Context: an optimization exercise on an open-source flow, tuned for small area, a short achievable clock period and few clock cycles per item. The choices shown serve that exercise and are no tape-out recipe.
Function was checked by simulation only, so behaviour that the tests miss may differ from the original.
No activity file was given, so power comes from the tool's default toggle rates.

## flow/design.v (module list and top-level ports; edited modules follow where they fit)
// module bram: 13 lines
// module mul_pp4: 1411 lines
// module csa4to2: 329 lines
// module matmul_top: 255 lines
module matmul_top
#(
    parameter DATA_WIDTH = 32,
    parameter ADDR_WIDTH = 6,
    parameter VECTOR_SIZE = 8
)
(
    input logic                     clock,
    input logic                     reset,
    input logic                     start,
    output logic                    done,
    input logic [DATA_WIDTH-1:0]    x_din,
    input logic [ADDR_WIDTH-1:0]    x_wr_addr,
    input logic                     x_wr_en,
    input logic [DATA_WIDTH-1:0]    y_din,
    input logic [ADDR_WIDTH-1:0]    y_wr_addr,
    input logic                     y_wr_en,
    output logic [DATA_WIDTH-1:0]   z_dout,
    input logic [ADDR_WIDTH-1:0]    z_addr
);
  // ...
==> flow/flow/run.sh <==
#!/bin/bash
# The standard layout, with timing repair aiming for a setup slack of
# SETUP_SLACK_MARGIN ns at the design's clock period, and buf_4 cells as
# the port buffers.
set -o pipefail
bash standard.sh "BUFFER_PORTS_ARGS=-buffer_cell sky130_fd_sc_hd__buf_4" \
    SETUP_SLACK_MARGIN=6.5 finish > orfs_make.log 2>&1
==> flow/standard.sh <==
#!/bin/bash
# synth_recipe.tcl (not shown) runs the flow's synth.tcl, then flattens the netlist and writes it again
# the make line also repeats each setting of config.mk as NAME=value (left out here)
make -C /OpenROAD-flow-scripts/flow DESIGN_CONFIG=/design/flow/config.mk WORK_HOME=/design/flow/orfs CLKGATE_MAP_FILE= SYNTH_SCRIPT=/design/flow/synth_recipe.tcl "${@:-finish}"
==> flow/config.mk <==
export PLATFORM = sky130hd
export DESIGN_NAME = matmul_top
export DESIGN_NICKNAME = matmul_top
export VERILOG_FILES = /design/flow/design.v
export SDC_FILE = /design/flow/constraint.sdc
export NUM_CORES = 4
export LEC_CHECK = 0
export CAP_MARGIN = 20
export CORE_MARGIN = 2
export CORE_UTILIZATION = 55
export SLEW_MARGIN = 20
==> flow/constraint.sdc <==
create_clock -name core_clock -period 10.5 [get_ports {clock}]
set_input_delay 2.1000 -clock core_clock [delete_from_list [all_inputs] [get_ports {clock}]]
set_output_delay 2.1000 -clock core_clock [all_outputs]
set_load 0.01 [all_outputs]
==> run summary, run 1 <==
Logic synthesis
The count of mapped cells out of synthesis is 27.9k. Of the total synthesized cell area, the portion taken by full adders, half adders and majority gates is 0.0974. The fraction of post-synthesis cell area in the top cell type by area is 0.568. A synthesized cell averages 15.5 um^2.

Setup path
The type of the worst setup path is flip-flop to flip-flop. The critical path runs through a total of 16 cells. The signal on the critical path passes through buf_16 > buf_12 > buf_6 > a22oi_2 > nand4_1 > fa_1 > buf_6 > ha_4 > a21o_1 > a21oi_4 > o21bai_1 > a21oi_2 > o21ai_2 > a21o_1 > a21oi_4 > xnor2_4.

The endpoint of the worst setup timing path is za[362].

Power and ir drop
Summed over all nets, the switching power comes to 0.0418 W. The power in sequential cells is 0.0555 W. The total power is 0.129 W.

The share of total power dissipated in combinational logic is 0.269. Across the VDD grid, the largest voltage drop is 452 uV.

Cells and area
Of the total standard cell area in the layout, the sequential portion is 0.588. The net count of the finished layout is 30.7k. The number of antenna diodes in the final layout is 108.

Placement
Summed over all nets, the half-perimeter wirelength after detailed placement is 1,030,000 um. The setup slack at placement is 4770 ps.

Floorplanning
The floorplan step defined a die boundary enclosing 795,000 um^2. The area of the placeable core is 786,000 um^2.

Outcome
The flow ran to the end and the layout has no timing, DRC or antenna violations.

Min path
The worst hold path startpoint is ts4c[2].

Routing
In the final routed layout, each cell accounts on average for 43.8 um. The routed length on met3 is 282,000 um. Detailed routing inserted a total of 287k vias. The total iterations of the first detailed-routing run is 10.

GRT
The met3 layer usage reported by global route is 0.169.

Clocking
The number of buffers created by CTS is 1,136.
Testbench counts, summed over its fixed seeds: cycles 3,416, jobs 32.
==> inputs of run 2 (changes only) <==
==> flow/run.sh (new file) <==
#!/bin/bash
# synth_recipe.tcl (not shown) runs the flow's synth.tcl, then flattens the netlist and writes it again
# the make line also repeats each setting of config.mk as NAME=value (left out here)
make -C /OpenROAD-flow-scripts/flow DESIGN_CONFIG=/design/flow/config.mk WORK_HOME=/design/flow/orfs CLKGATE_MAP_FILE= SYNTH_SCRIPT=/design/flow/synth_recipe.tcl finish
--- a/flow/config.mk
+++ b/flow/config.mk
@@ -8,4 +8,5 @@
 export CAP_MARGIN = 20
 export CORE_MARGIN = 2
-export CORE_UTILIZATION = 55
+export CORE_UTILIZATION = 45
+export SETUP_SLACK_MARGIN = 5
 export SLEW_MARGIN = 20
removed: flow/flow/run.sh
removed: flow/standard.sh
==> run 2 against run 1 <==
Critical endpoint is now za[1567]; design area down 1.0%; die area is 22% higher; global-route usage shrank 8.4 points; clock power is 1% higher; fmax shrank 20%; synthesized area unchanged; combinational power is 7.5% lower; synthesized cell count unchanged.
==> run summary, run 2 <==
Min path
The worst hold path belongs to the class flip-flop to flip-flop.

Routing
The wire length after detailed routing is 1,710,000 um. The count of nets left with antenna violations once routing finished came out at 0. After the first detailed-routing iteration, the DRC count stood at 51.7k. The total number of vias is 282k (-1.8%). After detailed routing, the number of remaining DRC violations is 0. The routed length per instance is 41.0 um (-6.3%).

The total iterations of the first detailed-routing run is 9 (-1). The via count normalized by instance count is 6.75.

Clocking
The buffer type at the clock tree root is sky130_fd_sc_hd__clkbuf_16. The clock passes through at most 5 buffers. The CTS sink count is 10.3k.

Clock-pin slew was measured on the worst setup and hold paths at 60 ps. The insertion delay of the later-clocked pin in the worst-skew pair is 1170 ps. The TritonCTS clock tree is done. The number of buffers created by CTS is 1,104 (-2.8%). The number of H-tree branching levels is 7.

The count of hold-fix buffers inserted at cts is 0.

Timing
The number of max-slew violations in the final report is 0. Measured against its own limit, the worst slew margin works out to 0.107. Setup repair after global routing left no endpoint under its margin. The worst-margin pin slew is 1340 ps.

The minimum clock period is 5550 ps. The period utilization is 0.528. The maximum operating frequency is 180 MHz. The final number of hold-violating endpoints is 0. Setup violations remaining at the end of the flow were counted as 0. The total negative slack is 0 ps. Clock skew on the completed layout was measured at 120 ps.

Setup path
The required time of the worst setup path is 11,260 ps. The delay contributed by the slowest stage of the critical path is 680 ps. Traced cell by cell, the critical path runs through buf_4 > a22oi_1 > and4_1 > fa_1 > inv_1 > ha_1 > a21o_1 > a21oi_1 > o21bai_1 > a21oi_1 > o21ai_0 > a21o_1 > a21oi_1 > xnor2_1.

In this design, the critical path's most frequently occurring cell is sky130_fd_sc_hd__a21oi_1. Broken down by cell family, the worst path's largest delay share belongs to compound AO/OA/AOI/OAI gates. The critical path arrival is 6310 ps. The element type at the critical path end is a flip-flop.

The critical path contains buffers and inverters numbering 2 combined. The critical-path maximum fanout is 37. The master of the slowest instance on the critical path is sky130_fd_sc_hd__buf_4.

STA classifies the critical path startpoint as a flip-flop. The type of the worst setup path is flip-flop to flip-flop.

Outcome
The run finished with no timing, DRC or antenna violations.

Floorplanning
The area of the placeable core is 960,000 um^2 (+22%). The effective utilization at floorplan is 0.451. The top-level port count is 120. The floorplan has 360 rows. The horizontal extent of the die is 985 um.

The die footprint was 971,000 um^2 (+22%). The die span in y is 985 um.

Logic synthesis
By area the synthesized netlist is led by sky130_fd_sc_hd__edfxtp_1, sky130_fd_sc_hd__dfxtp_1, sky130_fd_sc_hd__fa_1. The share of the Yosys chip area taken by registers is 0.669. Synthesis produced a netlist with a net count of 30.3k. The fraction of post-synthesis cell area in the top cell type by area is 0.568 (unchanged).

sky130_fd_sc_hd__edfxtp_1 is the most common cell in the netlist. The synthesized area divided by synthesized cell count came to 15.5 um^2 (unchanged). The count of mapped cells out of synthesis is 27.9k (unchanged). The register bit total from synthesis is 10.3k. The most used flip-flop cell after synthesis is sky130_fd_sc_hd__edfxtp_1. The number of library cell types mapped by synthesis is 70.

In this run, synthesis inferred 8,192 flip-flops with an integrated enable. The synthesized netlist occupies a cell area of 433,000 um^2. The Yosys step of the flow raised 3 warnings. For this run, asynchronously set or reset flops after synthesis account for 0.0204.

By count the netlist is led by sky130_fd_sc_hd__edfxtp_1, sky130_fd_sc_hd__a22oi_1, sky130_fd_sc_hd__dfxtp_1, sky130_fd_sc_hd__fa_1, sky130_fd_sc_hd__clkbuf_1. The library cell with the largest summed area after synthesis is sky130_fd_sc_hd__edfxtp_1.

Placement
The estimated wirelength of the detail-placed design came to 1,060,000 um (+3.2%). Routability-driven placement finished with a final weighted congestion of 0.964. The number of port buffers is 119.

The placement-stage cell area is 452,000 um^2.

Power and ir drop
The leakage component of the power is 168 nW. In this run the power density over the cells is 259 nW/um^2. The maximum VDD drop was 450 uV (-0.43%).

Cells and area
The total non-filler cell area in the finished layout is 488,000 um^2. The layout net count is 30.3k (-1.3%). Leaving out fill and tap cells, the most frequent cell in the layout is sky130_fd_sc_hd__edfxtp_1. The final core utilization is 0.508. In the final layout, the share of cells above drive strength 1 is 0.107.

The library cells used most frequently in the layout, excluding fill and tap cells, are sky130_fd_sc_hd__edfxtp_1, sky130_fd_sc_hd__a22oi_1, sky130_fd_sc_hd__fa_1. The post-synthesis to final-layout area growth is 12.7%. The filler cell count is 78.9k.

Run
Max-cap violations in this run came to 0.

GRT
The first-pass GRT wire length is 2,300,000 um. The via count of the first global-routing pass is 270k. The number of antenna violations at the first check in global routing is 170. Entering global routing, the biggest net connects 182 pins. The total global routing track utilization is 0.342. The overflow left after global routing is 0.
-- run 2: cell counts after synthesis --
Identical to the previous run, type by type.
-- run 2: layer usage --
| layer | vias up | wire length, um | global-route usage |
|---|---|---|---|
| met3 | 4969 | 268000 | 0.132 |
| met2 | 25209 | 717000 | 0.489 |
| met4 | 116 | 96000 | 0.157 |
| met5 | - | 1090 | 0.00189 |
| met1 | 144635 | 628000 | 0.464 |
| li1 | 106608 | - | - |
-- run 2: area by class of cell --
class | count | area [um^2] | share of cell area
antenna | 81 | 203 | 0.000415
clock buffer | 1415 | 29900 | 0.0613
clock inverter | 563 | 5580 | 0.0114
inverter | 1651 | 6200 | 0.0127
multi-input combinational | 13891 | 132000 | 0.270
sequential | 10320 | 290000 | 0.594
tap | 12851 | 16100 | 0.0329
timing repair buffer | 927 | 8150 | 0.0167
-- run 2: report_power, final --
part	internal [W]	switching, W
registers	0.0541	0.00141
clock network	0.0223	0.0166
logic	0.00799	0.0240
total	0.0844	0.0420
-- run 2: worst paths after layout --
path / start / end / slack (ps) / depth (start not counted)
worst max-delay path: rd5[2] / za[1567] / 4950 / 14
worst min-delay path: ts4c[12] / ts5c[12] / 310 / 0
worst max register to register: rd5[2] / za[1567] / 4950 / 14
worst min register to register: ts4c[12] / ts5c[12] / 310 / 0
max in group asynchronous: reset / rowv[5] / 7570 / 3
min in group asynchronous: reset / done / 1430 / 2
-- run 2: cell families after synthesis --
kind of cell | Yosys count | share of synthesized area
flip-flops | 10320 | 0.669
XOR/XNOR | 2567 | 0.0519
AND/OR/NAND/NOR | 2147 | 0.0271
adder cells (fa/ha/maj) | 2301 | 0.0974
buffers and inverters | 3686 | 0.0321
AO/OA/AOI/OAI | 6806 | 0.121
multiplexers | 70 | 0.00236
-- run 2: per-stage QoR --
step	instances	setup slack (ps)	hold WS, ps	total power, W
final	41699	4950	308	0.126
after global routing	41627	5010	321	0.130
after CTS	41601	5020	310	0.125
after detailed placement	39622	4280	312	0.0865
after global placement	39603	4320	311	0.0858
after floorplan	27897	-14680	310	0.0691
-- run 2: what timing repair did --
action                                  4_1_cts  5_1_grt
endpoints found under the setup margin       48       64
endpoints found under the hold margin         0        0
gates cloned                                  0        0
resized for setup                             5       14
buffers inserted                              1        2

[re-timing with driven ports]
Ports are ideal in the flow. The routed layouts listed here were re-timed in OpenROAD.
Step 1 (the two cells are an assumption about what drives the block):
set clk [get_ports {clock}]
set_driving_cell -lib_cell sky130_fd_sc_hd__clkbuf_16 $clk
set_driving_cell -lib_cell sky130_fd_sc_hd__buf_2 [delete_from_list [all_inputs] $clk]
Step 2, shift: input delay + t, output delay - t, t = (earliest + latest rising clock arrival at the registers) / 2. This alone moves slack from input paths to output paths.
Three values: ideal ports, drivers, drivers and shift; two values: the first two.
| run | shift t [ns] | slack for setup (ns) | worst setup path at the end | worst register clock-pin slew, ns |
|---|---|---|---|---|
| run 1 | 1.407 | 6.041 / 6.041 / 4.896 | input to register | 0.07 / 0.07 |
| run 2 | 1.294 | 4.952 / 4.952 / 4.316 | input to register | 0.07 / 0.07 |
After both steps setup and hold are still met in every run listed. The setup slack of run 1, which loses most, moves by 0.000 ns with the drivers and by -1.145 ns with both steps.
